What follows belongs to an exercise in optimizing a design on an open flow for small area; a production flow would make more cautious choices.
Where RTL was checked, it was by simulation tests only, not by an equivalence proof against the original.
No activity file was given, so power comes from the tool's default toggle rates.

==> inputs of job 6764 <==
==> flow/design.v (excerpt) <==
module cq(input wire clk, reset, wr, rd, input wire[15:0] din, output wire empty, full, output wire[15:0] dout);
    reg [2:0] cnt;
    reg [15:0] e0, e1, e2, e3, e4, e5, e6;
    assign empty = (cnt == 3'd0);
    assign full  = (cnt == 3'd7);
    wire push = wr & ~full;
    wire pop  = rd & ~empty;
    always @(posedge clk) begin
        if (reset)
            cnt <= 3'd0;
        else if (push & ~pop)
            cnt <= cnt + 3'd1;
        else if (pop & ~push)
            cnt <= cnt - 3'd1;
    end
    always @(posedge clk) begin
        if (push) begin
            e0 <= din;
            e1 <= e0;
            e2 <= e1;
            e3 <= e2;
            e4 <= e3;
            e5 <= e4;
            e6 <= e5;
        end
    end
    wire s1 = (cnt == 3'd1);
    wire s2 = (cnt == 3'd2);
    wire s3 = (cnt == 3'd3);
    wire s4 = (cnt == 3'd4);
    wire s5 = (cnt == 3'd5);
    wire s6 = (cnt == 3'd6);
    wire s7 = (cnt == 3'd7);
    assign dout = ({16{s1}} & e0) | ({16{s2}} & e1) | ({16{s3}} & e2) |
                  ({16{s4}} & e3) | ({16{s5}} & e4) | ({16{s6}} & e5) |
                  ({16{s7}} & e6);
endmodule
==> module cq, before the edit <==
module cq(input wire clk, reset, wr, rd, input wire[15:0] din, output wire empty, full, output wire[15:0] dout);
    reg [2:0] cnt;
    reg [15:0] e0, e1, e2, e3, e4, e5, e6;
    assign empty = (cnt == 3'd0);
    assign full  = (cnt == 3'd7);
    wire push = wr & ~full;
    wire pop  = rd & ~empty;
    always @(posedge clk) begin
        if (reset)
            cnt <= 3'd0;
        else if (push & ~pop)
            cnt <= cnt + 3'd1;
        else if (pop & ~push)
            cnt <= cnt - 3'd1;
    end
    always @(posedge clk) begin
        if (push) begin
            e0 <= din;
            e1 <= e0;
            e2 <= e1;
            e3 <= e2;
            e4 <= e3;
            e5 <= e4;
            e6 <= e5;
        end
    end
    wire s1 = (cnt == 3'd1);
    wire s2 = (cnt == 3'd2);
    wire s3 = (cnt == 3'd3);
    wire s4 = (cnt == 3'd4);
    wire s5 = (cnt == 3'd5);
    wire s6 = (cnt == 3'd6);
    wire s7 = (cnt == 3'd7);
    assign dout = ({16{s1}} & e0) | ({16{s2}} & e1) | ({16{s3}} & e2) |
                  ({16{s4}} & e3) | ({16{s5}} & e4) | ({16{s6}} & e5) |
                  ({16{s7}} & e6);
endmodule
make LEC_CHECK=0 CAP_MARGIN=20 CORE_MARGIN=2 CORE_UTILIZATION=70 CTS_BUF_LIST=sky130_fd_sc_hd__clkbuf_4 CTS_CLUSTER_SIZE=20 SLEW_MARGIN=20 finish   # period 5.0 ns
run.sh (not shown) runs the stock make flow with config.mk's settings and CLKGATE_MAP_FILE= SYNTH_SCRIPT=/design/flow/synth_recipe.tcl, a recipe that flattens the netlist after the stock synthesis.
==> job 5561: changes against job 6764 <==
--- a/flow/design.v
+++ b/flow/design.v
@@ -252,18 +252,47 @@
     mux2 op_15( i0[15], i1[15], s, o[15] );
 endmodule
+module cq_dec(input wire [2:0] c, output wire [7:1] s);
+    assign s[1] = ~c[2] & ~c[1] &  c[0];
+    assign s[2] = ~c[2] &  c[1] & ~c[0];
+    assign s[3] = ~c[2] &  c[1] &  c[0];
+    assign s[4] =  c[2] & ~c[1] & ~c[0];
+    assign s[5] =  c[2] & ~c[1] &  c[0];
+    assign s[6] =  c[2] &  c[1] & ~c[0];
+    assign s[7] =  c[2] &  c[1] &  c[0];
+endmodule
+module cq_aoi222(input wire a0, b0, a1, b1, a2, b2, output wire y);
+    assign y = ~((a0 & b0) | (a1 & b1) | (a2 & b2));
+endmodule
+module cq_rbit(input wire [7:1] s, input wire [6:0] e, output wire o);
+    wire n0, n1;
+    cq_aoi222 g0 (s[1], e[0], s[2], e[1], s[3], e[2], n0);
+    cq_aoi222 g1 (s[4], e[3], s[5], e[4], s[6], e[5], n1);
+    assign o = ~(n0 & n1 & ~(s[7] & e[6]));
+endmodule
+module cq_rmux(input wire [7:1] s, input wire [15:0] e0, e1, e2, e3, e4, e5, e6,
+               output wire [15:0] o);
+    genvar i;
+    generate
+        for (i = 0; i < 16; i = i + 1) begin : b
+            cq_rbit r (s, {e6[i], e5[i], e4[i], e3[i], e2[i], e1[i], e0[i]}, o[i]);
+        end
+    endgenerate
+endmodule
 module cq(input wire clk, reset, wr, rd, input wire[15:0] din, output wire empty, full, output wire[15:0] dout);
-    reg [2:0] cnt;
+    reg [2:0] c;
     reg [15:0] e0, e1, e2, e3, e4, e5, e6;
-    assign empty = (cnt == 3'd0);
-    assign full  = (cnt == 3'd7);
+    wire [7:1] s;
+    assign empty = ~c[2] & ~c[1] & ~c[0];
+    assign full  = s[7];
     wire push = wr & ~full;
     wire pop  = rd & ~empty;
+    wire inc = push & ~pop, dec = pop & ~push;
     always @(posedge clk) begin
-        if (reset)
-            cnt <= 3'd0;
-        else if (push & ~pop)
-            cnt <= cnt + 3'd1;
-        else if (pop & ~push)
-            cnt <= cnt - 3'd1;
+        if (reset) c <= 3'b000;
+        else begin
+            c[0] <= c[0] ^ (inc | dec);
+            c[1] <= c[1] ^ ((inc & c[0]) | (dec & ~c[0]));
+            c[2] <= c[2] ^ ((inc & c[0] & c[1]) | (dec & ~c[0] & ~c[1]));
+        end
     end
     always @(posedge clk) begin
@@ -278,13 +307,5 @@
         end
     end
-    wire s1 = (cnt == 3'd1);
-    wire s2 = (cnt == 3'd2);
-    wire s3 = (cnt == 3'd3);
-    wire s4 = (cnt == 3'd4);
-    wire s5 = (cnt == 3'd5);
-    wire s6 = (cnt == 3'd6);
-    wire s7 = (cnt == 3'd7);
-    assign dout = ({16{s1}} & e0) | ({16{s2}} & e1) | ({16{s3}} & e2) |
-                  ({16{s4}} & e3) | ({16{s5}} & e4) | ({16{s6}} & e5) |
-                  ({16{s7}} & e6);
+    cq_dec dec0 (c, s);
+    cq_rmux rmux0 (s, e0, e1, e2, e3, e4, e5, e6, dout);
 endmodule
==> flow/flow/run.sh (new file) <==
#!/bin/bash
# Standard ORFS layout, with the port buffers made as sky130_fd_sc_hd__buf_1
# and a clock tree of sky130_fd_sc_hd__clkbuf_4 without dummy loads.
set -euo pipefail
bash standard.sh synth > synth.log 2>&1
export BUFFER_PORTS_ARGS="-buffer_cell sky130_fd_sc_hd__buf_1"
export CTS_ARGS="-sink_clustering_enable -repair_clock_nets -dont_use_dummy_load -buf_list sky130_fd_sc_hd__clkbuf_4"
bash standard.sh > layout.log 2>&1
==> flow/standard.sh (new file) <==
#!/bin/bash
# synth_recipe.tcl (not shown) runs the flow's synth.tcl, then flattens the netlist and writes it again
# the make line also repeats each setting of config.mk as NAME=value (left out here)
make -C /OpenROAD-flow-scripts/flow DESIGN_CONFIG=/design/flow/config.mk WORK_HOME=/design/flow/orfs CLKGATE_MAP_FILE= SYNTH_SCRIPT=/design/flow/synth_recipe.tcl "${@:-finish}"
==> flow/config.mk (replaced) <==
export PLATFORM = sky130hd
export DESIGN_NAME = cq
export DESIGN_NICKNAME = cq
export VERILOG_FILES = /design/flow/design.v
export SDC_FILE = /design/flow/constraint.sdc
export NUM_CORES = 4
export LEC_CHECK = 0
export CAP_MARGIN = 0
export CORE_MARGIN = 2
export CORE_UTILIZATION = 55
export SLEW_MARGIN = 0
export SYNTH_HIERARCHICAL = 1
removed: flow/run.sh
==> job 7036: changes against job 6764 <==
--- a/flow/config.mk
+++ b/flow/config.mk
@@ -8,6 +8,6 @@
 export CAP_MARGIN = 20
 export CORE_MARGIN = 2
-export CORE_UTILIZATION = 70
-export CTS_BUF_LIST = sky130_fd_sc_hd__clkbuf_4
-export CTS_CLUSTER_SIZE = 20
+export CORE_UTILIZATION = 80
+export CTS_BUF_LIST = sky130_fd_sc_hd__clkbuf_8
+export CTS_CLUSTER_SIZE = 30
 export SLEW_MARGIN = 20
==> comparison table <==
item	job 6764	job 7036	job 5561
Global-route track usage on met1	0.3642	-	0.2784
Total track usage	0.2664	-	0.1991
Instance area after placement	4785 um^2	4773 um^2	4388 um^2
Most used routing layer in global routing	met2	-	met2
Critical Path Source Type	flop	-	flop
Synth Cell Area	4365 um^2	4365 um^2	4065 um^2
Status	timing/DRC/antenna clean	stopped before the end	timing/DRC/antenna clean
Last stage reached	-	4_1_cts	-
Final hold violation count	0	-	0
Reg-to-reg endpoint	cnt[2]$_SDFFE_PP0P_	-	e4[3]$_DFFE_PN_
Final Wtd Congestion	0.7845	0.7743	0.7253
Most common cell after layout, fill and taps aside	sky130_fd_sc_hd__edfxtp_1	-	sky130_fd_sc_hd__edfxtp_1
Die width	82.97 um	77.87 um	89.97 um
Die Outline Area	6884 um^2	-	8095 um^2
Warnings, synthesis	1	1	7
Sequential portion of the cell area	0.6729	-	0.7581
Clock Power Share	0.265	-	0.203
Global-route met3 utilization	0.09940	-	0.07376
Net total in the final layout	313	-	286
Wire length per cell	22.73 um	-	21.10 um
Number of design rule violations left after detail routing	0	-	0
Number of gates resized after CTS	0	-	0
For job 6764 and job 7036, only the layout was checked, not whether the RTL still works.

## afterwards: timing with drivers on the ports
The flow's constraints put no driver on any port. The routed layouts listed below were extracted and timed again, unchanged, in two steps. Step 1: set_driving_cell puts a clkbuf_16 on clk and a buf_2 on each other input, an assumption about the parent block. Step 2 moves the port delays by t, midway between the first and last clock arrival at a register: inputs arrive t later, outputs are due t later. That takes back most of the time a late clock gives input paths. Slacks: ideal ports / drivers / drivers and shift; pairs: ideal ports / drivers.
| run | t (ns) | setup slack, ns | worst setup path at the end | slew at the worst register clock pin (ns) | worst slew at a driven data input, ns |
|---|---|---|---|---|---|
| job 6764 | 0.533 | 0.596 / 0.567 / 1.100 | register to output | 0.11 / 0.11 | 0.04 |
| job 5561 | 0.482 | 1.763 / 1.734 / 2.055 | input to register | 0.11 / 0.11 | 0.04 |
After both steps setup and hold are still met in every run listed.
